What follows belongs to an exercise in optimizing a design on an open flow for small area; a production flow would make more cautious choices. Function was checked by simulation only, so behaviour that the tests miss may differ from the original. Power and IR drop assume default switching activity.

==> flow/design.v <==
module mac (
    input  [7:0]  a,
    input  [7:0]  w,
    input  [23:0] p,
    output [23:0] s
);
wire one0 = w[0];
wire two0 = w[1] & ~w[0];
wire neg0 = w[1];
wire one1, two1;
benc e1 (.hi(w[3]), .mid(w[2]), .lo(w[1]), .one(one1), .two(two1));
wire neg1 = w[3];
wire one2, two2;
benc e2 (.hi(w[5]), .mid(w[4]), .lo(w[3]), .one(one2), .two(two2));
wire neg2 = w[5];
wire one3, two3;
benc e3 (.hi(w[7]), .mid(w[6]), .lo(w[5]), .one(one3), .two(two3));
wire neg3 = w[7];
wire x0_0;
bpp0 p0_0 (.one(one0), .neg(neg0), .a1(a[0]), .x(x0_0));
wire x0_1;
bpp p0_1 (.one(one0), .two(two0), .neg(neg0), .a1(a[1]), .a0(a[0]), .x(x0_1));
wire x0_2;
bpp p0_2 (.one(one0), .two(two0), .neg(neg0), .a1(a[2]), .a0(a[1]), .x(x0_2));
wire x0_3;
bpp p0_3 (.one(one0), .two(two0), .neg(neg0), .a1(a[3]), .a0(a[2]), .x(x0_3));
wire x0_4;
bpp p0_4 (.one(one0), .two(two0), .neg(neg0), .a1(a[4]), .a0(a[3]), .x(x0_4));
wire x0_5;
bpp p0_5 (.one(one0), .two(two0), .neg(neg0), .a1(a[5]), .a0(a[4]), .x(x0_5));
wire x0_6;
bpp p0_6 (.one(one0), .two(two0), .neg(neg0), .a1(a[6]), .a0(a[5]), .x(x0_6));
wire x0_7;
bpp p0_7 (.one(one0), .two(two0), .neg(neg0), .a1(a[7]), .a0(a[6]), .x(x0_7));
wire x0_8;
bpp8 p0_8 (.one(one0), .two(two0), .neg(neg0), .a1(a[7]), .x(x0_8));
wire x1_0;
bpp0 p1_0 (.one(one1), .neg(neg1), .a1(a[0]), .x(x1_0));
wire x1_1;
bpp p1_1 (.one(one1), .two(two1), .neg(neg1), .a1(a[1]), .a0(a[0]), .x(x1_1));
wire x1_2;
bpp p1_2 (.one(one1), .two(two1), .neg(neg1), .a1(a[2]), .a0(a[1]), .x(x1_2));
wire x1_3;
bpp p1_3 (.one(one1), .two(two1), .neg(neg1), .a1(a[3]), .a0(a[2]), .x(x1_3));
wire x1_4;
bpp p1_4 (.one(one1), .two(two1), .neg(neg1), .a1(a[4]), .a0(a[3]), .x(x1_4));
wire x1_5;
bpp p1_5 (.one(one1), .two(two1), .neg(neg1), .a1(a[5]), .a0(a[4]), .x(x1_5));
wire x1_6;
bpp p1_6 (.one(one1), .two(two1), .neg(neg1), .a1(a[6]), .a0(a[5]), .x(x1_6));
wire x1_7;
bpp p1_7 (.one(one1), .two(two1), .neg(neg1), .a1(a[7]), .a0(a[6]), .x(x1_7));
wire x1_8;
bpp8 p1_8 (.one(one1), .two(two1), .neg(neg1), .a1(a[7]), .x(x1_8));
wire x2_0;
bpp0 p2_0 (.one(one2), .neg(neg2), .a1(a[0]), .x(x2_0));
wire x2_1;
bpp p2_1 (.one(one2), .two(two2), .neg(neg2), .a1(a[1]), .a0(a[0]), .x(x2_1));
wire x2_2;
bpp p2_2 (.one(one2), .two(two2), .neg(neg2), .a1(a[2]), .a0(a[1]), .x(x2_2));
wire x2_3;
bpp p2_3 (.one(one2), .two(two2), .neg(neg2), .a1(a[3]), .a0(a[2]), .x(x2_3));
wire x2_4;
bpp p2_4 (.one(one2), .two(two2), .neg(neg2), .a1(a[4]), .a0(a[3]), .x(x2_4));
wire x2_5;
bpp p2_5 (.one(one2), .two(two2), .neg(neg2), .a1(a[5]), .a0(a[4]), .x(x2_5));
wire x2_6;
bpp p2_6 (.one(one2), .two(two2), .neg(neg2), .a1(a[6]), .a0(a[5]), .x(x2_6));
wire x2_7;
bpp p2_7 (.one(one2), .two(two2), .neg(neg2), .a1(a[7]), .a0(a[6]), .x(x2_7));
wire x2_8;
bpp8 p2_8 (.one(one2), .two(two2), .neg(neg2), .a1(a[7]), .x(x2_8));
wire x3_0;
bpp0 p3_0 (.one(one3), .neg(neg3), .a1(a[0]), .x(x3_0));
wire x3_1;
bpp p3_1 (.one(one3), .two(two3), .neg(neg3), .a1(a[1]), .a0(a[0]), .x(x3_1));
wire x3_2;
bpp p3_2 (.one(one3), .two(two3), .neg(neg3), .a1(a[2]), .a0(a[1]), .x(x3_2));
wire x3_3;
bpp p3_3 (.one(one3), .two(two3), .neg(neg3), .a1(a[3]), .a0(a[2]), .x(x3_3));
wire x3_4;
bpp p3_4 (.one(one3), .two(two3), .neg(neg3), .a1(a[4]), .a0(a[3]), .x(x3_4));
wire x3_5;
bpp p3_5 (.one(one3), .two(two3), .neg(neg3), .a1(a[5]), .a0(a[4]), .x(x3_5));
wire x3_6;
bpp p3_6 (.one(one3), .two(two3), .neg(neg3), .a1(a[6]), .a0(a[5]), .x(x3_6));
wire x3_7;
bpp p3_7 (.one(one3), .two(two3), .neg(neg3), .a1(a[7]), .a0(a[6]), .x(x3_7));
wire x3_8;
bpp8 p3_8 (.one(one3), .two(two3), .neg(neg3), .a1(a[7]), .x(x3_8));
wire c0;
fa u0 (.a(neg0), .b(p[0]), .ci(x0_0), .s(s[0]), .co(c0));
wire c1;
fa u1 (.a(p[1]), .b(x0_1), .ci(c0), .s(s[1]), .co(c1));
wire s2, c2;
fa u2 (.a(neg1), .b(p[2]), .ci(x0_2), .s(s2), .co(c2));
wire c3;
fa u3 (.a(x1_0), .b(s2), .ci(c1), .s(s[2]), .co(c3));
wire s4, c4;
fa u4 (.a(p[3]), .b(x0_3), .ci(x1_1), .s(s4), .co(c4));
wire c5;
fa u5 (.a(c2), .b(s4), .ci(c3), .s(s[3]), .co(c5));
wire s6, c6;
fa u6 (.a(neg2), .b(p[4]), .ci(x0_4), .s(s6), .co(c6));
wire s7, c7;
fa u7 (.a(x1_2), .b(x2_0), .ci(c4), .s(s7), .co(c7));
wire c8;
fa u8 (.a(s6), .b(s7), .ci(c5), .s(s[4]), .co(c8));
wire s9, c9;
fa u9 (.a(p[5]), .b(x0_5), .ci(x1_3), .s(s9), .co(c9));
wire s10, c10;
fa u10 (.a(x2_1), .b(c6), .ci(s9), .s(s10), .co(c10));
wire c11;
fa u11 (.a(c7), .b(s10), .ci(c8), .s(s[5]), .co(c11));
wire s12, c12;
fa u12 (.a(neg3), .b(p[6]), .ci(x0_6), .s(s12), .co(c12));
wire s13, c13;
fa u13 (.a(x1_4), .b(x2_2), .ci(x3_0), .s(s13), .co(c13));
wire s14, c14;
fa u14 (.a(c9), .b(s12), .ci(s13), .s(s14), .co(c14));
wire c15;
fa u15 (.a(c10), .b(s14), .ci(c11), .s(s[6]), .co(c15));
wire s16, c16;
fa u16 (.a(p[7]), .b(x0_7), .ci(x1_5), .s(s16), .co(c16));
wire s17, c17;
fa u17 (.a(x2_3), .b(x3_1), .ci(c12), .s(s17), .co(c17));
wire s18, c18;
fa u18 (.a(c13), .b(s16), .ci(c14), .s(s18), .co(c18));
wire c19;
fa u19 (.a(s17), .b(s18), .ci(c15), .s(s[7]), .co(c19));
wire s20, c20;
fa u20 (.a(p[8]), .b(x0_8), .ci(x1_6), .s(s20), .co(c20));
wire s21, c21;
fa u21 (.a(x2_4), .b(x3_2), .ci(c16), .s(s21), .co(c21));
wire s22, c22;
fa u22 (.a(s20), .b(c17), .ci(s21), .s(s22), .co(c22));
wire c23;
fa u23 (.a(c18), .b(s22), .ci(c19), .s(s[8]), .co(c23));
wire s24, c24;
fa u24 (.a(p[9]), .b(x1_7), .ci(x2_5), .s(s24), .co(c24));
wire s25, c25;
fa u25 (.a(x3_3), .b(c20), .ci(s24), .s(s25), .co(c25));
wire s26, c26;
fa u26 (.a(c21), .b(s25), .ci(c22), .s(s26), .co(c26));
wire c27;
ha u27 (.a(s26), .b(c23), .s(s[9]), .co(c27));
wire s28, c28;
fa u28 (.a(p[10]), .b(x1_8), .ci(x2_6), .s(s28), .co(c28));
wire s29, c29;
fa u29 (.a(x3_4), .b(c24), .ci(s28), .s(s29), .co(c29));
wire s30, c30;
fa u30 (.a(c25), .b(s29), .ci(c26), .s(s30), .co(c30));
wire c31;
ha u31 (.a(s30), .b(c27), .s(s[10]), .co(c31));
wire s32, c32;
fa u32 (.a(p[11]), .b(x2_7), .ci(x3_5), .s(s32), .co(c32));
wire s33, c33;
fa u33 (.a(c28), .b(s32), .ci(c29), .s(s33), .co(c33));
wire c34;
fa u34 (.a(s33), .b(c30), .ci(c31), .s(s[11]), .co(c34));
wire s35, c35;
fa u35 (.a(p[12]), .b(x2_8), .ci(x3_6), .s(s35), .co(c35));
wire s36, c36;
fa u36 (.a(c32), .b(s35), .ci(c33), .s(s36), .co(c36));
wire c37;
ha u37 (.a(s36), .b(c34), .s(s[12]), .co(c37));
wire s38, c38;
fa u38 (.a(p[13]), .b(x3_7), .ci(c35), .s(s38), .co(c38));
wire c39;
fa u39 (.a(s38), .b(c36), .ci(c37), .s(s[13]), .co(c39));
wire s40, c40;
fa u40 (.a(p[14]), .b(x3_8), .ci(c38), .s(s40), .co(c40));
wire c41;
ha u41 (.a(s40), .b(c39), .s(s[14]), .co(c41));
wire c42;
fa u42 (.a(p[15]), .b(c40), .ci(c41), .s(s[15]), .co(c42));
wire c43;
ha u43 (.a(p[16]), .b(c42), .s(s[16]), .co(c43));
wire c44;
ha u44 (.a(p[17]), .b(c43), .s(s[17]), .co(c44));
wire c45;
ha u45 (.a(p[18]), .b(c44), .s(s[18]), .co(c45));
wire c46;
ha u46 (.a(p[19]), .b(c45), .s(s[19]), .co(c46));
wire c47;
ha u47 (.a(p[20]), .b(c46), .s(s[20]), .co(c47));
wire c48;
ha u48 (.a(p[21]), .b(c47), .s(s[21]), .co(c48));
wire c49;
ha u49 (.a(p[22]), .b(c48), .s(s[22]), .co(c49));
wire s50 = p[23] ^ c49;
assign s[23] = s50;   
endmodule
module mac_k (
    input  [7:0]  a,
    input  [7:0]  w,
    input  [23:0] p,
    output [23:0] s
);
wire one0 = w[0];
wire two0 = w[1] & ~w[0];
wire neg0 = w[1];
wire one1, two1;
benc e1 (.hi(w[3]), .mid(w[2]), .lo(w[1]), .one(one1), .two(two1));
wire neg1 = w[3];
wire one2, two2;
benc e2 (.hi(w[5]), .mid(w[4]), .lo(w[3]), .one(one2), .two(two2));
wire neg2 = w[5];
wire one3, two3;
benc e3 (.hi(w[7]), .mid(w[6]), .lo(w[5]), .one(one3), .two(two3));
wire neg3 = w[7];
wire x0_0;
bpp0 p0_0 (.one(one0), .neg(neg0), .a1(a[0]), .x(x0_0));
wire x0_1;
bpp p0_1 (.one(one0), .two(two0), .neg(neg0), .a1(a[1]), .a0(a[0]), .x(x0_1));
wire x0_2;
bpp p0_2 (.one(one0), .two(two0), .neg(neg0), .a1(a[2]), .a0(a[1]), .x(x0_2));
wire x0_3;
bpp p0_3 (.one(one0), .two(two0), .neg(neg0), .a1(a[3]), .a0(a[2]), .x(x0_3));
wire x0_4;
bpp p0_4 (.one(one0), .two(two0), .neg(neg0), .a1(a[4]), .a0(a[3]), .x(x0_4));
wire x0_5;
bpp p0_5 (.one(one0), .two(two0), .neg(neg0), .a1(a[5]), .a0(a[4]), .x(x0_5));
wire x0_6;
bpp p0_6 (.one(one0), .two(two0), .neg(neg0), .a1(a[6]), .a0(a[5]), .x(x0_6));
wire x0_7;
bpp p0_7 (.one(one0), .two(two0), .neg(neg0), .a1(a[7]), .a0(a[6]), .x(x0_7));
wire x0_8;
bpp8 p0_8 (.one(one0), .two(two0), .neg(neg0), .a1(a[7]), .x(x0_8));
wire x1_0;
bpp0 p1_0 (.one(one1), .neg(neg1), .a1(a[0]), .x(x1_0));
wire x1_1;
bpp p1_1 (.one(one1), .two(two1), .neg(neg1), .a1(a[1]), .a0(a[0]), .x(x1_1));
wire x1_2;
bpp p1_2 (.one(one1), .two(two1), .neg(neg1), .a1(a[2]), .a0(a[1]), .x(x1_2));
wire x1_3;
bpp p1_3 (.one(one1), .two(two1), .neg(neg1), .a1(a[3]), .a0(a[2]), .x(x1_3));
wire x1_4;
bpp p1_4 (.one(one1), .two(two1), .neg(neg1), .a1(a[4]), .a0(a[3]), .x(x1_4));
wire x1_5;
bpp p1_5 (.one(one1), .two(two1), .neg(neg1), .a1(a[5]), .a0(a[4]), .x(x1_5));
wire x1_6;
bpp p1_6 (.one(one1), .two(two1), .neg(neg1), .a1(a[6]), .a0(a[5]), .x(x1_6));
wire x1_7;
bpp p1_7 (.one(one1), .two(two1), .neg(neg1), .a1(a[7]), .a0(a[6]), .x(x1_7));
wire x1_8;
bpp8 p1_8 (.one(one1), .two(two1), .neg(neg1), .a1(a[7]), .x(x1_8));
wire x2_0;
bpp0 p2_0 (.one(one2), .neg(neg2), .a1(a[0]), .x(x2_0));
wire x2_1;
bpp p2_1 (.one(one2), .two(two2), .neg(neg2), .a1(a[1]), .a0(a[0]), .x(x2_1));
wire x2_2;
bpp p2_2 (.one(one2), .two(two2), .neg(neg2), .a1(a[2]), .a0(a[1]), .x(x2_2));
wire x2_3;
bpp p2_3 (.one(one2), .two(two2), .neg(neg2), .a1(a[3]), .a0(a[2]), .x(x2_3));
wire x2_4;
bpp p2_4 (.one(one2), .two(two2), .neg(neg2), .a1(a[4]), .a0(a[3]), .x(x2_4));
wire x2_5;
bpp p2_5 (.one(one2), .two(two2), .neg(neg2), .a1(a[5]), .a0(a[4]), .x(x2_5));
wire x2_6;
bpp p2_6 (.one(one2), .two(two2), .neg(neg2), .a1(a[6]), .a0(a[5]), .x(x2_6));
wire x2_7;
bpp p2_7 (.one(one2), .two(two2), .neg(neg2), .a1(a[7]), .a0(a[6]), .x(x2_7));
wire x2_8;
bpp8 p2_8 (.one(one2), .two(two2), .neg(neg2), .a1(a[7]), .x(x2_8));
wire x3_0;
bpp0 p3_0 (.one(one3), .neg(neg3), .a1(a[0]), .x(x3_0));
wire x3_1;
bpp p3_1 (.one(one3), .two(two3), .neg(neg3), .a1(a[1]), .a0(a[0]), .x(x3_1));
wire x3_2;
bpp p3_2 (.one(one3), .two(two3), .neg(neg3), .a1(a[2]), .a0(a[1]), .x(x3_2));
wire x3_3;
bpp p3_3 (.one(one3), .two(two3), .neg(neg3), .a1(a[3]), .a0(a[2]), .x(x3_3));
wire x3_4;
bpp p3_4 (.one(one3), .two(two3), .neg(neg3), .a1(a[4]), .a0(a[3]), .x(x3_4));
wire x3_5;
bpp p3_5 (.one(one3), .two(two3), .neg(neg3), .a1(a[5]), .a0(a[4]), .x(x3_5));
wire x3_6;
bpp p3_6 (.one(one3), .two(two3), .neg(neg3), .a1(a[6]), .a0(a[5]), .x(x3_6));
wire x3_7;
bpp p3_7 (.one(one3), .two(two3), .neg(neg3), .a1(a[7]), .a0(a[6]), .x(x3_7));
wire x3_8;
bpp8 p3_8 (.one(one3), .two(two3), .neg(neg3), .a1(a[7]), .x(x3_8));
wire c0;
fa u0 (.a(neg0), .b(p[0]), .ci(x0_0), .s(s[0]), .co(c0));
wire c1;
fa u1 (.a(p[1]), .b(x0_1), .ci(c0), .s(s[1]), .co(c1));
wire s2, c2;
fa u2 (.a(neg1), .b(p[2]), .ci(x0_2), .s(s2), .co(c2));
wire c3;
fa u3 (.a(x1_0), .b(s2), .ci(c1), .s(s[2]), .co(c3));
wire s4, c4;
fa u4 (.a(p[3]), .b(x0_3), .ci(x1_1), .s(s4), .co(c4));
wire c5;
fa u5 (.a(c2), .b(s4), .ci(c3), .s(s[3]), .co(c5));
wire s6, c6;
fa u6 (.a(neg2), .b(p[4]), .ci(x0_4), .s(s6), .co(c6));
wire s7, c7;
fa u7 (.a(x1_2), .b(x2_0), .ci(c4), .s(s7), .co(c7));
wire c8;
fa u8 (.a(s6), .b(s7), .ci(c5), .s(s[4]), .co(c8));
wire s9, c9;
fa u9 (.a(p[5]), .b(x0_5), .ci(x1_3), .s(s9), .co(c9));
wire s10, c10;
fa u10 (.a(x2_1), .b(c6), .ci(s9), .s(s10), .co(c10));
wire c11;
fa u11 (.a(c7), .b(s10), .ci(c8), .s(s[5]), .co(c11));
wire s12, c12;
fa u12 (.a(neg3), .b(p[6]), .ci(x0_6), .s(s12), .co(c12));
wire s13, c13;
fa u13 (.a(x1_4), .b(x2_2), .ci(x3_0), .s(s13), .co(c13));
wire s14, c14;
fa u14 (.a(c9), .b(s12), .ci(s13), .s(s14), .co(c14));
wire c15;
fa u15 (.a(c10), .b(s14), .ci(c11), .s(s[6]), .co(c15));
wire s16, c16;
fa u16 (.a(p[7]), .b(x0_7), .ci(x1_5), .s(s16), .co(c16));
wire s17, c17;
fa u17 (.a(x2_3), .b(x3_1), .ci(c12), .s(s17), .co(c17));
wire s18, c18;
fa u18 (.a(c13), .b(s16), .ci(c14), .s(s18), .co(c18));
wire c19;
fa u19 (.a(s17), .b(s18), .ci(c15), .s(s[7]), .co(c19));
wire s20, c20;
fa u20 (.a(p[8]), .b(x0_8), .ci(x1_6), .s(s20), .co(c20));
wire s21, c21;
fa u21 (.a(x2_4), .b(x3_2), .ci(c16), .s(s21), .co(c21));
wire s22, c22;
fa u22 (.a(s20), .b(c17), .ci(s21), .s(s22), .co(c22));
wire c23;
fa u23 (.a(c18), .b(s22), .ci(c19), .s(s[8]), .co(c23));
wire s24, c24;
fa u24 (.a(p[9]), .b(x1_7), .ci(x2_5), .s(s24), .co(c24));
wire s25, c25;
fa u25 (.a(x3_3), .b(c20), .ci(s24), .s(s25), .co(c25));
wire s26, c26;
fa u26 (.a(c21), .b(s25), .ci(c22), .s(s26), .co(c26));
wire c27;
ha u27 (.a(s26), .b(c23), .s(s[9]), .co(c27));
wire s28, c28;
fa u28 (.a(p[10]), .b(x1_8), .ci(x2_6), .s(s28), .co(c28));
wire s29, c29;
fa u29 (.a(x3_4), .b(c24), .ci(s28), .s(s29), .co(c29));
wire s30, c30;
fa u30 (.a(c25), .b(s29), .ci(c26), .s(s30), .co(c30));
wire c31;
ha u31 (.a(s30), .b(c27), .s(s[10]), .co(c31));
wire s32 = ~(p[11] ^ x2_7);
wire c32 = p[11] | x2_7;
wire s33, c33;
fa u33 (.a(x3_5), .b(s32), .ci(c28), .s(s33), .co(c33));
wire s34, c34;
fa u34 (.a(c29), .b(s33), .ci(c30), .s(s34), .co(c34));
wire c35;
ha u35 (.a(s34), .b(c31), .s(s[11]), .co(c35));
wire s36 = ~(p[12] ^ x2_8);
wire c36 = p[12] | x2_8;
wire s37, c37;
fa u37 (.a(x3_6), .b(c32), .ci(s36), .s(s37), .co(c37));
wire s38, c38;
fa u38 (.a(s37), .b(c33), .ci(c34), .s(s38), .co(c38));
wire c39;
ha u39 (.a(s38), .b(c35), .s(s[12]), .co(c39));
wire s40, c40;
fa u40 (.a(p[13]), .b(x3_7), .ci(c36), .s(s40), .co(c40));
wire s41, c41;
fa u41 (.a(c37), .b(s40), .ci(c38), .s(s41), .co(c41));
wire c42;
ha u42 (.a(s41), .b(c39), .s(s[13]), .co(c42));
wire s43 = ~(p[14] ^ x3_8);
wire c43 = p[14] | x3_8;
wire s44, c44;
fa u44 (.a(s43), .b(c40), .ci(c41), .s(s44), .co(c44));
wire c45;
ha u45 (.a(s44), .b(c42), .s(s[14]), .co(c45));
wire s46, c46;
fa u46 (.a(p[15]), .b(c43), .ci(c44), .s(s46), .co(c46));
wire c47;
ha u47 (.a(s46), .b(c45), .s(s[15]), .co(c47));
wire s48 = ~(p[16] ^ c46);
wire c48 = p[16] | c46;
wire c49;
ha u49 (.a(s48), .b(c47), .s(s[16]), .co(c49));
wire c50;
fa u50 (.a(p[17]), .b(c48), .ci(c49), .s(s[17]), .co(c50));
wire s51 = ~(p[18] ^ c50);
wire c51 = p[18] | c50;
assign s[18] = s51;   
wire s52 = ~(p[19] ^ c51);
wire c52 = p[19] | c51;
assign s[19] = s52;   
wire s53 = ~(p[20] ^ c52);
wire c53 = p[20] | c52;
assign s[20] = s53;   
wire s54 = ~(p[21] ^ c53);
wire c54 = p[21] | c53;
assign s[21] = s54;   
wire s55 = ~(p[22] ^ c54);
wire c55 = p[22] | c54;
assign s[22] = s55;   
wire s56 = ~(p[23] ^ c55);
wire c56 = p[23] | c55;
assign s[23] = s56;   
endmodule
module fa (input a, input b, input ci, output s, output co);
assign s = a ^ b ^ ci;
assign co = (a & b) | (a & ci) | (b & ci);
endmodule
module ha (input a, input b, output s, output co);
assign s = a ^ b;
assign co = a & b;
endmodule
module benc (input hi, input mid, input lo, output one, output two);
assign one = mid ^ lo;
assign two = (hi & ~mid & ~lo) | (~hi & mid & lo);
endmodule
module bpp (input one, input two, input neg, input a1, input a0, output x);
assign x = ((one & a1) | (two & a0)) ^ neg;
endmodule
module bpp0 (input one, input neg, input a1, output x);
assign x = (one & a1) ^ neg;
endmodule
module bpp8 (input one, input two, input neg, input a1, output x);
assign x = ~(((one | two) & a1) ^ neg);
endmodule
module systolic(
    input CLK,
    input [8*8-1:0] i_Data_I_In,
    input [4*8-1:0] i_Data_W_In,
    input [4-1:0] i_EN_W_In,
    input [3-1:0] i_EN_ID_In,
    input [4*24-1:0] i_Psum_In,
    output [4*24-1:0] o_Psum_Out,
    input  [4*16-1:0] i_Addr_P_In,
    input  [4*1-1:0] i_Valid_P_In,
    output [4*16-1:0] o_Addr_P_Out,
    output [4*1-1:0] o_Valid_P_Out
);
reg [8*8*3-1:0]  i_q;     
reg [8*7*4-1:0]  w_q;     
reg [7*4-1:0]    e_q;     
reg [3*7-1:0]    id_q;    
reg [8*8*4-1:0]  wb_q;    
reg [24*8*4-1:0] p_q;     
reg [16*8*4-1:0] a_q;     
reg [8*4-1:0]    v_q;     
genvar c, r;
generate
    for (r = 0; r < 8 - 1; r = r + 1) begin : idp
        if (r == 0) begin : g0
            always @(posedge CLK) id_q[2:0] <= i_EN_ID_In;
        end else begin : gn
            always @(posedge CLK) id_q[3*r +: 3] <= id_q[3*(r-1) +: 3];
        end
    end
    for (c = 0; c < 4; c = c + 1) begin : col
        for (r = 0; r < 8; r = r + 1) begin : row
            wire [7:0]  a_in;
            wire [7:0]  w_in;
            wire        e_in;
            wire [2:0]  id_in;
            wire [23:0] p_in;
            wire [15:0] ad_in;
            wire        v_in;
            wire [23:0] sum;
            if (c == 0) begin : g_a0
                assign a_in = i_Data_I_In[8*r +: 8];
            end else begin : g_an
                assign a_in = i_q[8*(8*(c-1)+r) +: 8];
            end
            if (r == 0) begin : g_r0
                assign w_in  = i_Data_W_In[8*c +: 8];
                assign e_in  = i_EN_W_In[c];
                assign id_in = i_EN_ID_In;
                assign p_in  = i_Psum_In[24*c +: 24];
                assign ad_in = i_Addr_P_In[16*c +: 16];
                assign v_in  = i_Valid_P_In[c];
            end else begin : g_rn
                assign w_in  = w_q[8*(7*c+r-1) +: 8];
                assign e_in  = e_q[7*c+r-1];
                assign id_in = id_q[3*(r-1) +: 3];
                assign p_in  = p_q[24*(8*c+r-1) +: 24];
                assign ad_in = a_q[16*(8*c+r-1) +: 16];
                assign v_in  = v_q[8*c+r-1];
            end
            if (r == 8 - 1) begin : g_last
                mac_k u_mac (.a(a_in), .w(wb_q[8*(8*c+r) +: 8]), .p(p_in), .s(sum));
            end else begin : g_mid
                mac u_mac (.a(a_in), .w(wb_q[8*(8*c+r) +: 8]), .p(p_in), .s(sum));
                always @(posedge CLK) begin
                    w_q[8*(7*c+r) +: 8] <= w_in;
                    e_q[7*c+r] <= e_in;
                end
            end
            if (c < 4 - 1) begin : g_i
                always @(posedge CLK) i_q[8*(8*c+r) +: 8] <= a_in;
            end
            always @(posedge CLK) begin
                if (e_in && (id_in == r))
                    wb_q[8*(8*c+r) +: 8] <= w_in;
                p_q[24*(8*c+r) +: 24] <= sum;
                a_q[16*(8*c+r) +: 16] <= ad_in;
                v_q[8*c+r] <= v_in;
            end
        end
        assign o_Psum_Out[24*c +: 24]  = p_q[24*(8*c+7) +: 24];
        assign o_Addr_P_Out[16*c +: 16] = a_q[16*(8*c+7) +: 16];
        assign o_Valid_P_Out[c]         = v_q[8*c+7];
    end
endgenerate
endmodule
==> flow/run.sh <==
#!/bin/bash
# synth_recipe.tcl (not shown) runs the flow's synth.tcl, then flattens the netlist and writes it again
# the make line also repeats each setting of config.mk as NAME=value (left out here)
make -C /OpenROAD-flow-scripts/flow DESIGN_CONFIG=/design/flow/config.mk WORK_HOME=/design/flow/orfs CLKGATE_MAP_FILE= SYNTH_SCRIPT=/design/flow/synth_recipe.tcl finish
==> flow/config.mk <==
export PLATFORM = sky130hd
export DESIGN_NAME = systolic
export DESIGN_NICKNAME = systolic
export VERILOG_FILES = /design/flow/design.v
export SDC_FILE = /design/flow/constraint.sdc
export NUM_CORES = 4
export LEC_CHECK = 0
export CAP_MARGIN = 20
export CORE_MARGIN = 2
export CORE_UTILIZATION = 45
export PLACE_DENSITY = 0.6
export SLEW_MARGIN = 20
export SYNTH_HIERARCHICAL = 1
export SYNTH_MINIMUM_KEEP_SIZE = 0
==> flow/constraint.sdc <==
create_clock -name core_clock -period 8.0 [get_ports {CLK}]
set_input_delay 1.6000 -clock core_clock [delete_from_list [all_inputs] [get_ports {CLK}]]
set_output_delay 1.6000 -clock core_clock [all_outputs]
set_load 0.01 [all_outputs]
==> flow_metrics.tcl, run 1 <==
set metrics [dict create \
    routedWlPerCell_um 20.48 \
    start_util_pct 45.37 \
    cp_data_arrival_time_ns 8.59 \
    drive_gt1_share_pct 29.31 \
    cts_tree "yes" \
    place_area_mm2 0.1129 \
    avgSynthCellArea_um2 15.15 \
    synth.most_common_cell "dfxtp_1" \
    die_h_um 477.6 \
    vias_per_cell 4.888 \
    synth_area_mm2 0.1009 \
    die-area_mm2 0.2281 \
    numCtsBuffers 211 \
    routed_wl_mm 224.0 \
    powerDensity_mw_per_mm2 358.6 \
    tns_ns 0 \
    tightestPinTransition_ns 1.060 \
    yosysTopAreaCell "dfxtp_1" \
    postRouteAntennaNets 0 \
    reg2reg_from "wb_q[169]" \
    grt_pass1_wl_mm 346.6 \
    synth-main-ff-cell "dfxtp_1" \
    rsz0062_at_grt "true" \
    min_period_over_period_pct 98.62 \
    placed_cells 10500 \
    status "timing/DRC/antenna clean" \
    finalCriticalPeriod_ns 7.890 \
    clkTransAtPathRegs_ns 0.06 \
    drt_iter0_markers 2368 \
    max_freq_mhz 126.7 \
    required_ns 8.70 \
    track_usage_pct 19.70 \
    slew_violations 0 \
    ir_drop_uv 213.3 \
    synthTopCellsByCount "dfxtp_1 (1,777), fa_1 (1,248), xnor2_1 (1,024)" \
    drc 0 \
    synth_edf_count 256 \
    p_leak_uw 0.04547 \
    layout.area.seq_mm2 0.04327 \
    reg2reg_slack_ns 0.25 \
    holdPathStages 0 \
    port_buffers 431 \
    slew_headroom_pct 29.18 \
    synth_top_area_share_pct 35.24 \
    grt_start_max_net_pins 18 \
    cp-endpoint "p_q[71]" \
    worst_clock_skew_ns 0.05959 \
    multi_input_area_mm2 0.05730 \
    die_w_um 477.6 \
    path_class "input port to flop" \
    final_nets 9659 \
    ys_seq_area_share_pct 42.86 \
    r2r-end "p_q[527]" \
    place_hpwl_mm 183.2 \
    firstDrtPassIters 5 \
    ys_seq_elements 2033 \
    yosysUniqueCellTypes 19 \
    first_global_vias 58480 \
    routabilityCongestion 0.9132 \
    grt-ovfl-total 0 \
    area_growth_pct 19.95 \
    root_buffer "clkbuf_16" \
    vias 53450 \
    cp-startpoint "i_Data_I_In[18]" \
    finalSetupViolations 0 \
    synthCells 6665 \
    start_kind "input port" \
    clockBufferDepth 3 \
    cp_max_fo 2 \
    cp-end-kind "flop" \
    post_layout_nonfiller_instances 10940 \
    r2r_cells 26 \
    cts_sinks 2033 \
    hold_class "flop to flop" \
    rows 173 \
    synth_nets 8557 \
    core_area_mm2 0.2225 \
    finalHoldViolations 0 \
    place_ws_ns -0.9057 \
    boundaryPins 432 \
    clk_latency_ns 0.86 \
    synthTopCellsByArea "dfxtp_1 (35%), fa_1 (25%), a22oi_2 (11%), xnor2_1 (8.9%), edfxtp_1 (7.6%)" \
    htreeDepth 4 \
    fillerInstances 18390 \
    final_area_mm2 0.1211 \
    antenna_found_initial 25 \
    maxCapViolCount 0 \
    synth_async_sr_flop_share_pct 0 \
    yosys_warnings 7 \
    fin_ws_ns 0.1103 \
]
-- worst min-delay path by stage --
stage             start  endpoint  slack [ns]
3_5_place_dp   a_q[469]  a_q[485]        0.31
5_1_grt         w_q[30]   w_q[38]        0.30
6_report        w_q[30]   w_q[38]        0.30
3_3_place_gp   a_q[202]  a_q[218]        0.31
2_1_floorplan   a_q[84]  a_q[100]        0.31
4_1_cts         w_q[30]   w_q[38]        0.29
-- critical path, stage by stage --
cell,delay [ns]
clkdlybuf4s50_1,0.51
a22oi_2,0.09
xnor2_1,0.22
fa_1,0.46
fa_2,0.36
fa_2,0.39
fa_2,0.38
fa_2,0.43
fa_2,0.38
fa_2,0.37
fa_2,0.34
ha_2,0.17
ha_2,0.17
fa_2,0.32
ha_2,0.18
fa_2,0.33
ha_2,0.18
fa_2,0.33
ha_2,0.17
ha_1,0.17
ha_1,0.17
ha_1,0.17
ha_1,0.17
ha_1,0.17
ha_1,0.18
xor2_1,0.15
-- flip-flops by register name, summed over array words and instances, names as in the netlist --
register / flops
v_q: 32
e_q: 28
w_q: 224
a_q: 512
p_q: 768
wb_q: 256
id_q: 21
i_q: 192
-- cell usage in the layout, fill, tap and decap left out, drive strengths merged, types with 4 or more instances in the layout --
master and count:
a22oi 896, and4 4, and4b 12, and4bb 10
buf 574, bufinv 15, clkbuf 287, clkdlybuf4s50 419
clkinv 57, clkinvlp 18, dfxtp 1777, diode 7
dlymetal6s2s 12, edfxtp 256, fa 1248, ha 376
inv 131, nand2 224, nand2b 96, nor2b 32
nor4b 4, o21ai 128, o22ai 96, xnor2 1024
xor2 256
-- final cells by class --
cell class / instances / share of cell area (%)
diodes: 7 / 0.01447
clock buffers: 287 / 5.185
clock inverters: 113 / 1.155
inverters: 108 / 0.3348
multi-input cells: 4408 / 47.32
flip-flops and latches: 2033 / 35.73
well taps: 2975 / 3.074
repair buffers: 1005 / 7.183
-- logic make-up (layout without fill, tap and decap cells) --
family | after synthesis | in the layout | synth area share (%)
flip-flops | 2033 | 2033 | 42.86
AND/OR/NAND/NOR | 384 | 384 | 1.958
adder cells (fa/ha/maj) | 1624 | 1624 | 29.41
other | 0 | 7 | 0
AO/OA/AOI/OAI | 1120 | 1120 | 13.41
XOR/XNOR | 1280 | 1280 | 11.11
buffers and inverters | 224 | 1513 | 1.264
-- repair_timing --
action,4_1_cts,5_1_grt
endpoints found under the setup margin,1,50
resized for setup,1,82
pin swaps,0,54
hold endpoints to repair,0,0
buffers inserted,0,25
hold buffers,0,0
-- power by group --
| part | total, µW | leakage [µW] | switching [µW] | internal [µW] |
|---|---|---|---|---|
| sequential | 14800 | 0.0173 | 1570 | 13200 |
| clock | 10400 | 0.00372 | 4290 | 6080 |
| combinational | 18300 | 0.0244 | 9220 | 9060 |
-- per-stage QoR --
| step | total power, µW | hold WS [ns] | util [%] |
|---|---|---|---|
| final | 43430 | 0.3019 | 54.42 |
| after floorplan | 26370 | 0.3096 | - |
| after detailed placement | 33580 | 0.3121 | 50.74 |
| after global routing | 47540 | 0.2984 | 54.41 |
| after global placement | 33360 | 0.3095 | 50.74 |
| after CTS | 44410 | 0.2902 | 54.19 |
-- Yosys stat by module (local to each module, per instance) --
module / flip-flops and latches / copies in the design / cell area (µm²)
ha: 0 / 340 / 12.51
bpp: 0 / 896 / 21.27
systolic: 2033 / 1 / 44080
bpp8: 0 / 128 / 17.52
fa: 0 / 1248 / 20.02
mac_k: 0 / 4 / 274.0
bpp0: 0 / 128 / 12.51
mac: 0 / 28 / 22.52
benc: 0 / 96 / 31.28
-- layer usage --
| metal | wire [µm] | global-route usage, % | vias up |
|---|---|---|---|
| met5 | 149 | 0 | - |
| met1 | 99910 | 26.01 | 27020 |
| li1 | - | - | 25080 |
| met2 | 104700 | 32.03 | 961 |
| met4 | 9332 | 7.814 | 24 |
| met3 | 9884 | 3.643 | 373 |
==> run 2: changes to the inputs <==
--- a/flow/config.mk
+++ b/flow/config.mk
@@ -7,8 +7,10 @@
 export LEC_CHECK = 0
 export CAP_MARGIN = 20
 export CORE_MARGIN = 2
-export CORE_UTILIZATION = 45
-export PLACE_DENSITY = 0.6
+export CORE_UTILIZATION = 55
+export CTS_BUF_LIST = sky130_fd_sc_hd__clkbuf_4 sky130_fd_sc_hd__clkbuf_8
+export CTS_CLUSTER_SIZE = 30
+export PLACE_DENSITY = 0.7
 export SLEW_MARGIN = 20
 export SYNTH_HIERARCHICAL = 1
 export SYNTH_MINIMUM_KEEP_SIZE = 0
==> run 2 against run 1 <==
Compared with the run above:
- still clean
- fmax grew 1.2%
- synthesized cell count stayed put
- clock skew up 0.012 ns
- setup slack gained 0.094 ns
- largest cell class unchanged
==> flow_metrics.tcl, run 2 <==
set metrics [dict create \
    status "timing/DRC/antenna clean" \
    synthTopCellsByCount "dfxtp_1 (1,777), fa_1 (1,248), xnor2_1 (1,024)" \
    ir_drop_uv 195.9 \
    place_hpwl_mm 185.0 \
    synth_edf_count 256 \
    drive_gt1_share_pct 31.08 \
    tightestPinTransition_ns 1.058 \
    first_global_vias 59960 \
    finalCriticalPeriod_ns 7.796 \
    worst_clock_skew_ns 0.07161 \
    clk_latency_ns 1.05 \
    cp_max_fo 2 \
    boundaryPins 432 \
    numCtsBuffers 342 \
    worst-path-buf-inv 1 \
    start_util_pct 55.26 \
    grt-ovfl-total 0 \
    holdPathStages 0 \
    dr_wl_met3_mm 8.095 \
    r2r_cells 26 \
    yosysUniqueCellTypes 19 \
    synth.most_common_cell "dfxtp_1" \
    hold_buffers 0 \
    critPathMostFrequentCell "fa_2" \
    rsz0062_at_grt "true" \
    grt_pass1_wl_mm 350.3 \
    largest_register "p_q" \
    synth-compound-area-share_pct 13.41 \
    max_freq_mhz 128.3 \
    firstDrtPassIters 5 \
    clkTransAtPathRegs_ns 0.06 \
    ys_seq_area_share_pct 42.86 \
    die_w_um 432.4 \
    synth_area_mm2 0.1009 \
    yosys_warnings 7 \
    root_buffer "clkbuf_8" \
    die-area_mm2 0.1870 \
    synthTopCellsByArea "dfxtp_1 (35%), fa_1 (25%), a22oi_2 (11%), xnor2_1 (8.9%), edfxtp_1 (7.6%)" \
    synthCells 6665 \
    largest_reg_flops 768 \
    maxCapViolCount 0 \
    synth_top_family_by_area "adder cells" \
    drt_iter0_markers 2337 \
    synth-xor-area-share_pct 11.11 \
    synth_nets 8557 \
    synth-simple-area-share_pct 1.958 \
    synth-main-ff-cell "dfxtp_1" \
    clockBufferDepth 4 \
    start_kind "input port" \
    port_buffers 431 \
    yosysTopAreaCell "dfxtp_1" \
    core_area_mm2 0.1827 \
    top_regs "p_q (768), a_q (512), wb_q (256)" \
    place_area_mm2 0.1119 \
    most-common-layout-cells "dfxtp_1 (1,773), fa_1 (1,098), xnor2_1 (1,012)" \
    cp_data_arrival_time_ns 8.69 \
    powerDensity_mw_per_mm2 364.1 \
    synth_top_area_share_pct 35.24 \
    routedWlPerCell_um 21.50 \
    hold_class "flop to flop" \
    finalSetupViolations 0 \
    slew_headroom_pct 29.27 \
    highest_layer "met5" \
    crit_family "adder cells" \
    cp.depth 27 \
    synth_async_sr_flop_share_pct 0 \
    required_ns 8.90 \
    path_class "input port to flop" \
    final_nets 9778 \
    final_area_mm2 0.1199 \
    routed_wl_mm 226.5 \
    rows 157 \
    vias_per_cell 5.179 \
    routed-wl-met2_mm 114.6 \
    met1Wirelength_mm 94.86 \
    drc 0 \
    final_common_cell "dfxtp_1" \
    cp-end-kind "flop" \
    die_h_um 432.4 \
    slew_violations 0 \
    vias 54560 \
    grt_start_max_net_pins 17 \
    synthMuxAreaShare_pct 0 \
    synthAdderAreaFrac_pct 29.41 \
    ys_seq_elements 2033 \
    cts_sinks 2033 \
    worst_hold_slack_ns 0.3123 \
    htreeDepth 5 \
    postRouteAntennaNets 0 \
    antenna_found_initial 16 \
    min_period_over_period_pct 97.45 \
    track_usage_pct 24.63 \
    slowest_stage "clkdlybuf4s50_1" \
    cts_tree "yes" \
    finalHoldViolations 0 \
    p_leak_uw 0.04546 \
    routabilityCongestion 0.9245 \
    area_growth_pct 18.77 \
    critPathMaxStageDelay_ns 0.48 \
    avgSynthCellArea_um2 15.15 \
]
-- run 2: changes by cell type in the layout (fill, tap and decap cells not counted), sizes merged --
cell           change
clkdlybuf4s50     +12
clkinv             -5
buf               -12
clkbuf           +218
inv               -13
bufinv             +6
clkinvlp           -4
dlymetal6s2s      -12
-- run 2: layer usage --
layer	track usage, %	vias to the layer above
li1	-	25390
met2	42.81	1027
met1	30.72	27740
met3	3.945	385
met5	0	-
met4	9.687	14
-- run 2: final cells by class --
class / count / area [µm²]
Clock buffer: 505 / 6325
Timing Repair Buffer: 993 / 8556
Multi-Input combinational cell: 4408 / 57240
Clock inverter: 97 / 1104
Tap cell: 2385 / 2984
Fill cell: 13270 / 62790
Sequential cell: 2033 / 43270
Inverter: 108 / 405.4
Antenna cell: 7 / 17.52
-- run 2: cells by family (layout without fill, tap and decap cells) --
kind of cell             count (synthesis)  in the layout
XOR/XNOR                              1280           1280
AND/OR/NAND/NOR                        384            384
flip-flops                            2033           2033
other                                    0              7
adder cells (fa/ha/maj)               1624           1624
AO/OA/AOI/OAI                         1120           1120
buffers and inverters                  224           1703
-- run 2: Yosys stat by module, one instance, submodules excluded, a selection --
module,cell area [µm²],copies in the design,cells,flops+latches
bpp8,17.52,128,2,0
mac_k,274.0,4,44,0
bpp0,12.51,128,2,0
systolic,44080,1,2129,2033
benc,31.28,96,4,0
bpp,21.27,896,2,0
mac,22.52,28,3,0
-- run 2: path summary, 6_finish.rpt --
| kind | endpoint | slack, ns | from |
|---|---|---|---|
| worst min register to register | a_q[424] | 0.31 | a_q[408] |
| worst min-delay path | a_q[424] | 0.31 | a_q[408] |
| worst max register to register | p_q[695] | 0.23 | wb_q[224] |
| worst max-delay path | p_q[47] | 0.20 | i_Data_I_In[8] |
-- run 2: timing repair --
action,in CTS,in global routing
cloned,0,0
endpoints found under the setup margin,2,36
setup buffers,0,38
resized for setup,2,60
pin swaps,0,13
-- run 2: worst register-to-register path, delay by kind of cell (launching register included) --
| kind | cells | cell delay, ns |
|---|---|---|
| buffers and inverters | 1 | 0.20 |
| adder cells (fa/ha/maj) | 22 | 6.46 |
| flip-flops | 1 | 0.50 |
| XOR/XNOR | 2 | 0.32 |
| AO/OA/AOI/OAI | 1 | 0.19 |
-- run 2: per-stage QoR --
step                      worst slack, ns  power [µW]  utilization (%)  cells  setup TNS (ns)
after floorplan                   -0.1802       26370                -   6665          -1.568
after global placement            -0.8179       33880            61.28   9889          -26.05
after detailed placement          -0.8648       34290            61.28   9889          -29.71
after CTS                         0.03349       44510            65.35  10490               0
after global routing             -0.07618       47580            65.62  10530         -0.1054
final                              0.2044       43650            65.63  10540               0
-- run 2: report_power, final --
| part | leakage [µW] | internal, µW | switching, µW | total (µW) |
|---|---|---|---|---|
| Sequential | 0.0173 | 13200 | 1690 | 14900 |
| Combinational | 0.0242 | 9270 | 9660 | 18900 |
| Clock | 0.00391 | 5760 | 4070 | 9830 |
==> run 3: changes to the inputs <==
==> flow/flow/run.sh (new file) <==
#!/bin/bash
# Own layout flow: the standard synthesis, then area recovery on its netlist
# (flow/downsize.py puts combinational cells that abc sized up back to drive 1;
# registers are untouched), then the standard layout from floorplan to finish.
# Each step writes its full output to its own log file in this folder.
set -euo pipefail
R=orfs/results/$FLOW_PLATFORM/systolic/base
bash standard.sh synth > synth.log 2>&1
python3 flow/downsize.py $R/1_2_yosys.v \
  $FLOW_HOME/platforms/$FLOW_PLATFORM/lib/sky130_fd_sc_hd__tt_025C_1v80.lib > downsize.log 2>&1
rm -f $R/1_synth.odb
bash standard.sh finish > layout.log 2>&1
==> flow/flow/downsize.py (new file) <==
#!/usr/bin/env python3
"""Area recovery on the synthesised netlist: every combinational cell that abc
sized up (drive strength 2 or more) goes back to its drive-1 variant when the
library has one.  Flip-flops, buffers and adder cells are left as they are; the
layout's own repair steps size cells up again where timing needs it."""
import re
import sys

net, lib = sys.argv[1], sys.argv[2]
cells = set(re.findall(r'cell\s*\(\s*"?(sky130_fd_sc_hd__\w+?)"?\s*\)', open(lib).read()))
keep = re.compile(r"sky130_fd_sc_hd__(df|edf|sdf|dl|buf|clk|fa_|ha_|conb|tap|fill|decap|diode)")
text = open(net).read()
count = {}


def sub(m):
    name = m.group(0)
    if keep.match(name):
        return name
    base, drive = m.group(1), m.group(2)
    small = f"{base}_1"
    if drive not in ("1", "0") and small in cells:
        count[name] = count.get(name, 0) + 1
        return small
    return name


text = re.sub(r"\b(sky130_fd_sc_hd__\w+?)_(\d+)\b", sub, text)
open(net, "w").write(text)
for k, v in sorted(count.items()):
    print(f"{k} -> _1: {v}")
==> flow/standard.sh (new file) <==
#!/bin/bash
# synth_recipe.tcl (not shown) runs the flow's synth.tcl, then flattens the netlist and writes it again
# the make line also repeats each setting of config.mk as NAME=value (left out here)
make -C /OpenROAD-flow-scripts/flow DESIGN_CONFIG=/design/flow/config.mk WORK_HOME=/design/flow/orfs CLKGATE_MAP_FILE= SYNTH_SCRIPT=/design/flow/synth_recipe.tcl "${@:-finish}"
==> flow/config.mk (replaced) <==
export PLATFORM = sky130hd
export DESIGN_NAME = systolic
export DESIGN_NICKNAME = systolic
export VERILOG_FILES = /design/flow/design.v
export SDC_FILE = /design/flow/constraint.sdc
export NUM_CORES = 4
export LEC_CHECK = 0
export CAP_MARGIN = 20
export CORE_MARGIN = 2
export CORE_UTILIZATION = 45
export PLACE_DENSITY = 0.6
export SLEW_MARGIN = 20
export SYNTH_HIERARCHICAL = 1
export SYNTH_MINIMUM_KEEP_SIZE = 0
removed: flow/run.sh
==> run 3 against run 2 <==
Compared with the run above:
- via count down 3.6%
- clock skew down 0.028 ns
- clock-buffer cell count down 217
- global-route usage down 6.2 points
- sequential share of layout area up 1.6 points
- final cell count up 1.3%
- wire length down 13%
- utilization down 11 points
- register-to-register slack about the same
- die area up 15%
- combinational power down 7%
- setup slack worse by 0.095 ns
- critical path type unchanged
==> flow_metrics.tcl, run 3 <==
set metrics [dict create \
    yosys_warnings 7 \
    fin_util_pct 54.59 \
    top_regs "p_q (768), a_q (512), wb_q (256)" \
    cts_sinks 2033 \
    multi_input_area_mm2 0.05194 \
    start_util_pct 45.38 \
    cts_tree "yes" \
    rows 168 \
    grt_start_max_net_pins 17 \
    dr_wl_met3_mm 8.005 \
    routed-wl-met2_mm 93.54 \
    postRouteAntennaNets 0 \
    clkTransAtPathRegs_ns 0.06 \
    hold_buffers 0 \
    largest_reg_flops 768 \
    reg2reg_from "wb_q[104]" \
    synth_area_mm2 0.09538 \
    r2r-end "p_q[335]" \
    highest_layer "met5" \
    synth_nets 8557 \
    routed_wl_mm 198.1 \
    final_nets 9567 \
    cp_data_arrival_time_ns 8.63 \
    boundaryPins 432 \
    final_common_cell "dfxtp_1" \
    drt_iter0_markers 2882 \
    holdPathStages 0 \
    layout.area.seq_mm2 0.04326 \
    die-area_mm2 0.2157 \
    vias_per_cell 4.931 \
    numCtsBuffers 213 \
    status "timing/DRC/antenna clean" \
    routedWlPerCell_um 18.57 \
    p_leak_uw 0.04447 \
    finalHoldViolations 0 \
    synthCells 6665 \
    finalSetupViolations 0 \
    min_period_over_period_pct 98.64 \
    grt_pass1_wl_mm 317.5 \
    clockBufferDepth 3 \
    min_to "a_q[499]" \
    antenna_found_initial 13 \
    core_area_mm2 0.2102 \
    critPathMostFrequentCell "fa_2" \
    routabilityCongestion 0.8878 \
    powerDensity_mw_per_mm2 370.9 \
    crit_family "adder cells" \
    tightestPinTransition_ns 1.004 \
    die_w_um 464.4 \
    r2r_cells 26 \
    min-delay-start "a_q[483]" \
    slowest_stage "fa_2" \
    worst_clock_skew_ns 0.04380 \
    fillerInstances 17440 \
    worst-path-buf-inv 1 \
    largest_register "p_q" \
    required_ns 8.74 \
    maxCapViolCount 0 \
    avgSynthCellArea_um2 14.31 \
    post_layout_nonfiller_instances 10670 \
    die_h_um 464.4 \
    most-common-layout-cells "dfxtp_1 (1,777), fa_1 (1,083), xnor2_1 (1,007)" \
    slew_violations 0 \
    vias 52620 \
    root_buffer "clkbuf_16" \
    reg2reg_slack_ns 0.22 \
    tns_ns 0 \
    slew_headroom_pct 32.90 \
    grt-ovfl-total 0 \
    cp-end-kind "flop" \
    track_usage_pct 18.46 \
    path_class "input port to flop" \
    place_hpwl_mm 158.7 \
    htreeDepth 4 \
    area_growth_pct 20.31 \
    firstDrtPassIters 6 \
    met1Wirelength_mm 91.96 \
    max_freq_mhz 126.7 \
    start_kind "input port" \
    hold_class "flop to flop" \
    port_buffers 431 \
    first_global_vias 56640 \
    drc 0 \
    clk_latency_ns 0.86 \
    ir_drop_uv 237.7 \
    critPathMaxStageDelay_ns 0.47 \
    finalCriticalPeriod_ns 7.891 \
    drive_gt1_share_pct 14.41 \
    placed_cells 10230 \
    cp_max_fo 1 \
]
## run 3: cell types whose count changed in the layout (fill, tap and decap cells not counted), moves of 100 or more
cell	delta
a22oi_1	+879
a22oi_2	-879
clkbuf_16	+219
clkbuf_4	-100
clkbuf_8	-368
o21ai_1	+128
o21ai_2	-128
## run 3: stage by stage
stage / total power [µW] / setup WS, ns / hold slack, ns / area (µm²)
2_1_floorplan: 26080 / -0.2859 / 0.3096 / 95990
3_3_place_gp: 32500 / -0.9164 / 0.3096 / 106300
3_5_place_dp: 32710 / -0.9957 / 0.3121 / 106300
4_1_cts: 43580 / -0.01155 / 0.2945 / 114000
5_1_grt: 46940 / -0.03512 / 0.3051 / 114700
6_report: 42560 / 0.1090 / 0.2999 / 114800
## run 3: report_power, final
group          switching, µW  internal, µW  total, µW  leakage [µW]
Clock                   4200          6200      10400       0.00374
Sequential              1440         13200      14600        0.0173
Combinational           8810          8720      17500        0.0234
## run 3: what timing repair did
item	in CTS	in global routing
endpoints found under the setup margin	7	53
buffers inserted	0	32
pin swaps	2	58
gates resized for setup	7	140
## run 3: worst max-delay path by stage
stage	from	end	cells after the start
2_1_floorplan	i_Data_I_In[32]	p_q[119]	27
3_3_place_gp	i_Data_I_In[8]	p_q[47]	27
3_5_place_dp	i_Data_I_In[8]	p_q[47]	27
4_1_cts	wb_q[113]	p_q[359]	26
5_1_grt	wb_q[161]	p_q[503]	26
6_report	i_Psum_In[48]	p_q[407]	25
## run 3: per-layer routing
| layer | vias up | track usage [%] |
|---|---|---|
| met4 | 8 | 5.259 |
| met1 | 26370 | 25.47 |
| met3 | 295 | 3.001 |
| li1 | 24870 | - |
| met5 | - | 0 |
| met2 | 1069 | 30.10 |
## run 3: area by class of cell
type                            count  area share, %
Antenna cell                        3       0.006542
Clock buffer                      288          5.324
Clock inverter                    114          1.339
Inverter                          108         0.3533
Multi-Input combinational cell   4408          45.26
Sequential cell                  2033          37.70
Tap cell                         2805          3.058
Timing Repair Buffer              911          6.959
==> run 4: changes to the inputs <==
==> flow/flow/run.sh (replaced) <==
#!/bin/bash
# Own layout flow: the standard synthesis, then area recovery on its netlist
# (flow/downsize.py puts combinational cells that abc sized up back to drive 1;
# registers are untouched), then the standard layout from floorplan to finish,
# with a clock tree built from larger sink clusters and without dummy loads.
# Each step writes its full output to its own log file in this folder.
set -euo pipefail
R=orfs/results/$FLOW_PLATFORM/systolic/base
bash standard.sh synth > synth.log 2>&1
python3 flow/downsize.py $R/1_2_yosys.v \
  $FLOW_HOME/platforms/$FLOW_PLATFORM/lib/sky130_fd_sc_hd__tt_025C_1v80.lib > downsize.log 2>&1
rm -f $R/1_synth.odb
bash standard.sh \
  CTS_ARGS="-sink_clustering_enable -repair_clock_nets -dont_use_dummy_load -sink_clustering_size 24 -sink_clustering_max_diameter 120" \
  finish > layout.log 2>&1
--- a/flow/config.mk
+++ b/flow/config.mk
@@ -7,8 +7,8 @@
 export LEC_CHECK = 0
 export CAP_MARGIN = 20
 export CORE_MARGIN = 2
-export CORE_UTILIZATION = 45
-export PLACE_DENSITY = 0.6
+export CORE_UTILIZATION = 55
+export PLACE_DENSITY = 0.7
 export SLEW_MARGIN = 20
 export SYNTH_HIERARCHICAL = 1
 export SYNTH_MINIMUM_KEEP_SIZE = 0
==> run 4 against run 3 <==
Compared with the run above:
- critical path type unchanged
- register-to-register slack is essentially flat
- combinational power is essentially flat
- global-route usage grew 3.0 points
- die area shrank 18%
- critical path depth is the same
==> flow_metrics.tcl, run 4 <==
set metrics [dict create \
    fin_ws_ns 0.1120 \
    powerDensity_mw_per_mm2 342.6 \
    top_regs "p_q (768), a_q (512), wb_q (256)" \
    slew_violations 0 \
    clkTransAtPathRegs_ns 0.10 \
    grt-ovfl-total 0 \
    worst_clock_skew_ns 0.03612 \
    drt_iter0_markers 3241 \
    place_area_mm2 0.1057 \
    drive_gt1_share_pct 11.78 \
    drc 0 \
    most-common-layout-cells "dfxtp_1 (1,776), fa_1 (1,081), xnor2_1 (1,010)" \
    fillerInstances 13200 \
    hold_class "flop to flop" \
    ir_drop_uv 231.9 \
    sw_frac_of_total_pct 35.40 \
    clkPwrFrac_pct 13.7 \
    required_ns 8.63 \
    core_area_mm2 0.1719 \
    min_period_over_period_pct 98.60 \
    tns_ns 0 \
    yosys_warnings 7 \
    final_common_cell "dfxtp_1" \
    die-area_mm2 0.1768 \
    vias 52130 \
    cp-end-kind "flop" \
    fin_util_pct 63.36 \
    cts_sinks 2033 \
    place_ws_ns -0.9665 \
    hold_buffers 0 \
    seqPwrFrac_pct 39.1 \
    die_h_um 420.4 \
    p_switching_uw 13210 \
    place_hpwl_mm 153.1 \
    start_kind "input port" \
    status "timing/DRC/antenna clean" \
    track_usage_pct 21.47 \
    root_buffer "clkbuf_16" \
    avgSynthCellArea_um2 14.31 \
    cts_tree "yes" \
    postRouteAntennaNets 0 \
    firstDrtPassIters 6 \
    totalPowerFinal_uw 37320 \
    vias_per_cell 5.289 \
    numCtsBuffers 94 \
    routedWlPerCell_um 19.22 \
    boundaryPins 432 \
    routabilityCongestion 0.9036 \
    grt_start_max_net_pins 25 \
    clk_latency_ns 0.74 \
    area_growth_pct 14.20 \
    antenna_found_initial 3 \
    slew_headroom_pct 32.85 \
    finalHoldViolations 0 \
    largest_reg_flops 768 \
    die_w_um 420.4 \
    synth_area_mm2 0.09538 \
    path_class "input port to flop" \
    port_buffers 431 \
    finalCriticalPeriod_ns 7.888 \
    pwr-share-comb_pct 47.2 \
    largest_register "p_q" \
    routed_wl_mm 189.4 \
    maxCapViolCount 0 \
    final_nets 9439 \
    final_area_mm2 0.1089 \
    p_leak_uw 0.04181 \
    max_freq_mhz 126.8 \
    tightestPinTransition_ns 1.005 \
    cp_data_arrival_time_ns 8.52 \
    grt_pass1_wl_mm 300.6 \
    synth_nets 8557 \
    cp_max_fo 1 \
    p_int_uw 24110 \
    synthCells 6665 \
    finalSetupViolations 0 \
    start_util_pct 55.48 \
    clockBufferDepth 3 \
    rows 152 \
    htreeDepth 3 \
    first_global_vias 55220 \
]
==> run 4: per-layer routing <==
metal | part of all wire, % | track usage (%) | routed length, µm
met1 | 45 | 29.23 | 84890
met4 | 2.4 | 5.303 | 4627
met2 | 49 | 36.33 | 92420
met3 | 3.9 | 3.075 | 7472
met5 | 0.012 | 0 | 23
==> run 4: critical path, stage by stage <==
cell	delay (ns)
clkdlybuf4s50_1	0.44
fa_2	0.37
fa_2	0.35
fa_2	0.36
fa_2	0.36
fa_2	0.37
fa_2	0.36
fa_2	0.36
fa_2	0.38
fa_2	0.37
ha_4	0.18
ha_4	0.15
fa_2	0.37
ha_4	0.17
fa_2	0.33
ha_2	0.20
fa_2	0.46
ha_2	0.20
ha_1	0.17
ha_2	0.17
ha_2	0.16
ha_2	0.17
ha_2	0.17
ha_2	0.17
xor2_1	0.15
==> run 4: area by class of cell <==
type	instances	area (µm²)	share of cell area, %
Antenna cell	1	2.502	0.002297
Inverter	108	405.4	0.3722
Multi-Input combinational cell	4408	52110	47.84
Tap cell	2310	2890	2.653
Sequential cell	2033	43260	39.72
Clock buffer	94	2352	2.160
Timing Repair Buffer	902	7903	7.255
==> run 4: repair_timing <==
item,in CTS,in global routing
setup buffers,0,31
setup endpoints to repair,6,61
gates cloned,0,0
gates resized for setup,6,188
pin swaps,4,119
==> run 4: through the flow <==
stage,std cells,hold WS [ns]
floorplan,6665,0.3096
global placement,9730,0.3096
detailed placement,9730,0.3121
CTS,9824,0.3115
global route,9855,0.3297
finish,9856,0.3185
==> run 4: power by group through the flow <==
stage | logic (µW) | registers (µW) | clock network (µW)
after floorplan | 11600 | 14500 | 0
after global routing | 20900 | 14800 | 5660
final | 17600 | 14600 | 5100
after global placement | 17100 | 14900 | 0
after detailed placement | 17600 | 14900 | 0
after CTS | 17900 | 14600 | 5320
==> run 4: path summary, 6_finish.rpt <==
kind | to | slack (ns) | cells after the start | from
min | a_q[317] | 0.32 | 0 | a_q[301]
max | p_q[599] | 0.11 | 25 | i_Psum_In[72]
min reg2reg | a_q[317] | 0.32 | 0 | a_q[301]
max reg2reg | p_q[527] | 0.21 | 26 | wb_q[169]
==> run 5: changes to the inputs <==
--- a/flow/flow/run.sh
+++ b/flow/flow/run.sh
@@ -2,7 +2,7 @@
 # Own layout flow: the standard synthesis, then area recovery on its netlist
 # (flow/downsize.py puts combinational cells that abc sized up back to drive 1;
 # registers are untouched), then the standard layout from floorplan to finish,
-# with a clock tree built from larger sink clusters and without dummy loads.
+# with a clock tree built from larger sink clusters and without dummy loads, and drive-1 port buffers.
 # Each step writes its full output to its own log file in this folder.
 set -euo pipefail
 R=orfs/results/$FLOW_PLATFORM/systolic/base
@@ -12,4 +12,5 @@
 rm -f $R/1_synth.odb
 bash standard.sh \
   CTS_ARGS="-sink_clustering_enable -repair_clock_nets -dont_use_dummy_load -sink_clustering_size 24 -sink_clustering_max_diameter 120" \
+  BUFFER_PORTS_ARGS="-buffer_cell sky130_fd_sc_hd__buf_1" \
   finish > layout.log 2>&1
==> run 5 against run 4 <==
Compared with the run above:
- largest power group unchanged
- critical path depth is 1 higher
- power is 1.7% lower
- worst hold slack got worse by 0.050 ns
- fmax rose by 1.4%
- sequential power barely moved
- sequential share of layout area increased by 1.2 points
- die area stayed put
- clock power about the same
- clock skew increased by 0.025 ns
- global-route usage shrank 0.33 points
- still clean
- clock-buffer cell count rose by 1
- utilization down 1.9 points
==> flow_metrics.tcl, run 5 <==
set metrics [dict create \
    rsz0062_at_grt "true" \
    grt-ovfl-total 0 \
    die-area_mm2 0.1768 \
    status "timing/DRC/antenna clean" \
    powerDensity_mw_per_mm2 347.0 \
    finalSetupViolations 0 \
    path_class "flop to flop" \
    ir_drop_uv 236.4 \
    r2r_cells 26 \
    cp-endpoint "p_q[647]" \
    most-common-layout-cells "dfxtp_1 (1,777), fa_1 (1,111), xnor2_1 (1,022)" \
    synthCells 6665 \
    hold_buffers 0 \
    critPathMaxStageDelay_ns 0.50 \
    p_leak_uw 0.04044 \
    required_ns 8.66 \
    rows 152 \
    r2r-end "p_q[647]" \
    routed_wl_mm 185.4 \
    reg2reg_from "wb_q[209]" \
    hold_class "flop to flop" \
    min_period_over_period_pct 97.21 \
    drive_gt1_share_pct 10.32 \
    cp-end-kind "flop" \
    yosys_warnings 7 \
    numCtsBuffers 95 \
    first_global_vias 54730 \
    slowest_stage "edfxtp_1" \
    postRouteAntennaNets 0 \
    die_w_um 420.4 \
    finalCriticalPeriod_ns 7.777 \
    routedWlPerCell_um 18.82 \
    track_usage_pct 21.14 \
    start_kind "flop" \
    largest_register "p_q" \
    reg2reg_slack_ns 0.22 \
    cts_sinks 2033 \
    grt_start_max_net_pins 25 \
    grt_pass1_wl_mm 295.9 \
    largest_reg_flops 768 \
    avgSynthCellArea_um2 14.31 \
    cp_max_fo 6 \
    cp_data_arrival_time_ns 8.44 \
    synth_nets 8557 \
    vias_per_cell 5.265 \
    top_regs "p_q (768), a_q (512), wb_q (256)" \
    cp-startpoint "wb_q[209]" \
    antenna_found_initial 7 \
    synth_area_mm2 0.09538 \
    max_freq_mhz 128.6 \
    root_buffer "clkbuf_16" \
    htreeDepth 3 \
    start_util_pct 55.48 \
    clockBufferDepth 3 \
    clk_latency_ns 0.76 \
    routabilityCongestion 0.9187 \
    die_h_um 420.4 \
    final_nets 9433 \
    slew_violations 0 \
    firstDrtPassIters 7 \
    drt_iter0_markers 2810 \
    maxCapViolCount 0 \
    boundaryPins 432 \
    tns_ns 0 \
    slew_headroom_pct 34.30 \
    core_area_mm2 0.1719 \
    vias 51870 \
    worst_hold_slack_ns 0.2687 \
    clkTransAtPathRegs_ns 0.09 \
    tightestPinTransition_ns 0.9830 \
    final_common_cell "dfxtp_1" \
    cts_tree "yes" \
    drc 0 \
    worst_clock_skew_ns 0.06093 \
    fillerInstances 13440 \
    area_growth_pct 10.81 \
    port_buffers 431 \
    finalHoldViolations 0 \
    place_hpwl_mm 151.3 \
]
==> run 5: cell count changes in the layout (fill, tap and decap cells not counted), moves of 19 or more <==
cell,delta
buf_1,+431
clkdlybuf4s50_1,-411
fa_1,+30
fa_2,-30
ha_1,+30
ha_2,-19
==> run 5: per-layer routing <==
| layer | up-vias | wire length (µm) | GRT usage, % |
|---|---|---|---|
| li1 | 24420 | - | - |
| met2 | 1044 | 89810 | 35.56 |
| met3 | 263 | 7092 | 2.469 |
| met1 | 26140 | 83780 | 29.05 |
| met4 | 6 | 4684 | 5.941 |
| met5 | - | 42 | 0 |
==> run 5: what timing repair did <==
| item | CTS | global route |
|---|---|---|
| pin swaps | 0 | 10 |
| buffers inserted | 0 | 29 |
| setup endpoints to repair | 2 | 34 |
| cloned | 0 | 0 |
| gates resized for setup | 2 | 48 |
==> run 5: how the worst min path moves through the flow <==
stage	startpoint	end	slack, ns	cells after the start
after floorplan	a_q[84]	a_q[100]	0.31	0
after global placement	a_q[431]	a_q[447]	0.31	0
after detailed placement	a_q[160]	a_q[176]	0.31	0
after CTS	a_q[168]	a_q[184]	0.26	0
after global routing	a_q[401]	a_q[417]	0.26	0
final	a_q[449]	a_q[465]	0.27	0
==> run 5: stage by stage <==
step	instance area [µm²]	instances	util [%]	total power (µW)	worst slack [ns]
6_report	105700	9852	61.47	36670	0.2232
2_1_floorplan	95990	6665	-	26080	-0.2859
4_1_cts	105300	9820	61.26	37550	0.03184
5_1_grt	105700	9849	61.47	40700	-0.07194
3_5_place_dp	102900	9725	59.88	32110	-0.5693
3_3_place_gp	102900	9725	59.88	31550	-0.4970
==> run 5: power by group <==
| group | internal (µW) | switching, µW | leakage [µW] | total (µW) |
|---|---|---|---|---|
| sequential | 13200 | 1400 | 0.0173 | 14600 |
| combinational | 8240 | 8750 | 0.0219 | 17000 |
| clock | 2120 | 2990 | 0.00117 | 5110 |
| total | 23500 | 13100 | 0.0404 | 36700 |
==> run 5: area by class of cell <==
cell class / count / area [µm²] / area share, %
sequential: 2033 / 43260 / 40.93
antenna: 3 / 7.507 / 0.007103
timing repair buffer: 895 / 5114 / 4.838
tap: 2310 / 2890 / 2.735
multi-input combinational: 4408 / 51630 / 48.85
inverter: 108 / 405.4 / 0.3836
clock buffer: 95 / 2377 / 2.249
==> run 5: critical path: cells and delay by family (launching register included) <==
family                     cells  cell delay, ns
DFF                            1            0.50
and+or+nand+nor                1            0.20
AOI/OAI and AO/OA              1            0.19
adders and majority gates     22            6.52
xor gates and xnor gates       2            0.31

-- port drivers added, routing unchanged --
How much do the figures lean on ideal ports? The routed layouts below were timed once more, with nothing changed but the port constraints. Step 1 sets driving cells, clkbuf_16 on the clock port and buf_2 on the other inputs (assumed; they add their load-dependent delay and slew). Step 2 adds t to the input delays and takes it off the output delays; t is the mean of the earliest and latest rising clock arrival at the registers after step 1. Input paths then give back, and output paths get back, about the clock's delay inside the block. Slacks: no drivers / after step 1 / after step 2; pairs: no drivers / after step 1.
| run | t, ns | setup WS [ns] | worst setup path at the end |
|---|---|---|---|
| run 1 | 0.931 | 0.110 / 0.095 / -0.837 | input to register |
| run 2 | 1.105 | 0.204 / 0.213 / -0.892 | input to register |
| run 3 | 0.943 | 0.109 / 0.173 / -0.770 | input to register |
| run 4 | 0.815 | 0.112 / 0.140 / -0.675 | input to register |
| run 5 | 0.800 | 0.223 / 0.223 / -0.483 | input to register |
Met with ideal ports but missed after step 2: setup timing in every run listed. For run 2, which loses most, drivers alone change the setup slack by +0.009 ns; drivers and shift together by -1.096 ns.
